What follows belongs to an exercise in optimizing a design on an open flow for small area; a production flow would make more cautious choices.
Only simulation tests tie the RTL to the original design; equivalence was not proved.

## run A
Design cordic, start of the top module:
module cordic(input clk,
              input signed [7:0] x_in,
              input signed [7:0] y_in,
              output signed [31:0] r,
              output signed [31:0] phi,
              output signed [31:0] dummy1,
              output signed [31:0] dummy2,
              output signed [31:0] dummy3);
==> flow/config.mk <==
export PLATFORM = sky130hd
export DESIGN_NAME = cordic
export DESIGN_NICKNAME = cordic
export VERILOG_FILES = /design/flow/design.v
export SDC_FILE = /design/flow/constraint.sdc
export NUM_CORES = 4
export LEC_CHECK = 0
export CAP_MARGIN = 20
export CORE_MARGIN = 2
export CORE_UTILIZATION = 40
export CTS_BUF_LIST = sky130_fd_sc_hd__clkbuf_16
export CTS_CLUSTER_DIAMETER = 80
export CTS_CLUSTER_SIZE = 30
export SLEW_MARGIN = 20
==> flow/constraint.sdc <==
create_clock -name core_clock -period 10.0 [get_ports {clk}]
set_input_delay 2.0000 -clock core_clock [delete_from_list [all_inputs] [get_ports {clk}]]
set_output_delay 2.0000 -clock core_clock [all_outputs]
set_load 0.01 [all_outputs]
standard.sh (not shown) runs the stock make flow with config.mk's settings and CLKGATE_MAP_FILE= SYNTH_SCRIPT=/design/flow/synth_recipe.tcl, a recipe that flattens the netlist after the stock synthesis.
==> flow/flow/run.sh <==
#!/bin/bash
set -euo pipefail
export BUFFER_PORTS_ARGS="-buffer_cell sky130_fd_sc_hd__buf_1"
export CTS_ARGS='-sink_clustering_enable -repair_clock_nets -dont_use_dummy_load -buf_list {sky130_fd_sc_hd__clkbuf_8 sky130_fd_sc_hd__clkbuf_16} -sink_clustering_size 20 -sink_clustering_max_diameter 60'
bash standard.sh > standard_flow.log 2>&1
The following lists how run B was set up differently from run A:
==> flow/run.sh (new file) <==
#!/bin/bash
# synth_recipe.tcl (not shown) runs the flow's synth.tcl, then flattens the netlist and writes it again
# the make line also repeats each setting of config.mk as NAME=value (left out here)
make -C /OpenROAD-flow-scripts/flow DESIGN_CONFIG=/design/flow/config.mk WORK_HOME=/design/flow/orfs CLKGATE_MAP_FILE= SYNTH_SCRIPT=/design/flow/synth_recipe.tcl finish
removed: flow/flow/run.sh
removed: flow/standard.sh
Findings:
In run B relative to run A, area of all placed cells without fillers had gone up by a few percent. As of run B, via count of the first global-routing pass had fallen slightly compared to run A. From run B to run A, setup fix buffers added after clock tree synthesis did not move at all. From run B to run A, chip width did not move at all. Run B against run A: register fraction of the total cell area lower, maximum clock frequency shrank by 1.8%. Number of flip-flops and latches came out exactly the same in run B and run A. In run B, smallest setup slack after layout is lower than in run A. Looking at global-route wire length before repair across both flows, run B is the stronger of the two, with run A trailing.
### run B -> run C
==> flow/flow/run.sh (new file) <==
#!/bin/bash
set -euo pipefail
export BUFFER_PORTS_ARGS="-buffer_cell sky130_fd_sc_hd__buf_1"
export CTS_ARGS="-sink_clustering_enable -repair_clock_nets -dont_use_dummy_load -buf_list sky130_fd_sc_hd__clkbuf_16 -sink_clustering_size 30 -sink_clustering_max_diameter 80"
bash standard.sh > standard_flow.log 2>&1
==> flow/standard.sh (new file) <==
#!/bin/bash
# synth_recipe.tcl (not shown) runs the flow's synth.tcl, then flattens the netlist and writes it again
# the make line also repeats each setting of config.mk as NAME=value (left out here)
make -C /OpenROAD-flow-scripts/flow DESIGN_CONFIG=/design/flow/config.mk WORK_HOME=/design/flow/orfs CLKGATE_MAP_FILE= SYNTH_SCRIPT=/design/flow/synth_recipe.tcl "${@:-finish}"
removed: flow/run.sh
==> results.txt <==
Run C vs run B on total length of routed met2 wires: run C is the higher one.
Higher actual transition at the worst max-transition pin goes to run C over run B.
Run C has worst-case setup slack after placement below what run B had.
Run B has higher stage delay of the slowest cell on the critical path than run C.
Placed cell count: run B vs run C identical
Run C vs run B, layout overhead on the synthesized area went down by 3.9 points.
Looking at placed instance area, run C sits 2.8% below run B.
Compared to run B, run C has maximum operating frequency about 2.2% higher.
Between run B and run C, critical path arrival decreased.
## Diff of input files: run D against run C
==> flow/flow/run.sh <==
#!/bin/bash
set -euo pipefail
export BUFFER_PORTS_ARGS="-buffer_cell sky130_fd_sc_hd__buf_1"
bash standard.sh > standard_flow.log 2>&1
--- outcome ---
- Diff run C -> run D | global-route wire length before repair | increase of 0.49%
- Between run D and run C, it is run D whose final design instance area without fill is higher, by about 1.2%.
- Achievable clock frequency: run D worse than run C
- Run D vs run C on utilization: run D is the higher one.
- From run C to run D, flip-flop and latch count did not move at all.

========
cordic, a different RTL version from the one above (not shown whole).
For scale: ~2900 cells after synthesis, about 180 I/O pins, ~37000 um^2 of cells after synthesis.
==> flow/config.mk <==
export PLATFORM = sky130hd
export DESIGN_NAME = cordic
export DESIGN_NICKNAME = cordic
export VERILOG_FILES = /design/flow/design.v
export SDC_FILE = /design/flow/constraint.sdc
export NUM_CORES = 4
export LEC_CHECK = 0
export CAP_MARGIN = 20
export CORE_MARGIN = 2
export CORE_UTILIZATION = 40
export CTS_BUF_LIST = sky130_fd_sc_hd__clkbuf_4
export SLEW_MARGIN = 20
==> flow/constraint.sdc <==
create_clock -name core_clock -period 10.0 [get_ports {clk}]
set_input_delay 2.0000 -clock core_clock [delete_from_list [all_inputs] [get_ports {clk}]]
set_output_delay 2.0000 -clock core_clock [all_outputs]
set_load 0.01 [all_outputs]
run.sh (not shown) runs the stock make flow with config.mk's settings and CLKGATE_MAP_FILE= SYNTH_SCRIPT=/design/flow/synth_recipe.tcl, a recipe that flattens the netlist after the stock synthesis.
Stock flow here: none of the scripts above is used.
Rerun with:
Settings changed: CTS_BUF_LIST sky130_fd_sc_hd__clkbuf_4 to default.
First-iteration DRC count rises by 21%. Clock-buffer cell count falls by 168. Worst setup slack gets worse by 6.2 ps. Cell area rises by 0.77%. Core utilization rises by 0.35 points. Critical path depth does not change. Wire length falls by 1.3%. Synthesized cell count is unchanged. Worst hold slack gets better by 22 ps.
Rerun with:
Settings changed: CTS_BUF_LIST from default to sky130_fd_sc_hd__clkbuf_2 sky130_fd_sc_hd__clkbuf_4 sky130_fd_sc_hd__clkbuf_8.
What happened: Setup slack degrades by 29 ps; count of clock-buffer cells in the layout rises by 80; final area falls slightly; sequential cell count is unchanged; area after synthesis does not change; routed wire length rises slightly.

-- afterwards: timing with drivers on the ports --
In the flow no input, the clock included, has a driving cell. The finished layouts below were timed again as built, in two steps. Step 1 sets driving cells, clkbuf_16 on the clock port and buf_2 on the other inputs (assumed; they add their load-dependent delay and slew). Step 2 moves the port delays by t, midway between the first and last clock arrival at a register: inputs arrive t later, outputs are due t later. That takes back most of the time a late clock gives input paths. Slacks: no drivers / after step 1 / after step 2; pairs: no drivers / after step 1.
run	shift t [ns]	setup slack, ns	hold slack, ns	worst setup path after step 2	clock arrival spread, ns
run A	0.633	0.817 / 0.774 / 0.817	0.279 / 0.279 / 0.279	register to register	0.088 / 0.088
run B	0.619	0.644 / 0.585 / 0.886	0.325 / 0.325 / 0.325	register to register	0.037 / 0.037
run C	0.607	0.845 / 0.783 / 0.858	0.304 / 0.304 / 0.304	register to register	0.089 / 0.089
run D	0.638	0.812 / 0.748 / 0.852	0.332 / 0.332 / 0.332	register to register	0.036 / 0.036
the first run of note 2	1.098	1.196 / 1.196 / 1.196	0.300 / 0.300 / 0.300	register to register	0.076 / 0.076
the second run of note 2	0.701	1.190 / 1.190 / 1.190	0.322 / 0.322 / 0.322	register to register	0.039 / 0.039
the third run of note 2	0.818	1.161 / 1.161 / 1.161	0.304 / 0.304 / 0.304	register to register	0.047 / 0.048
After both steps setup and hold are still met in every run listed.
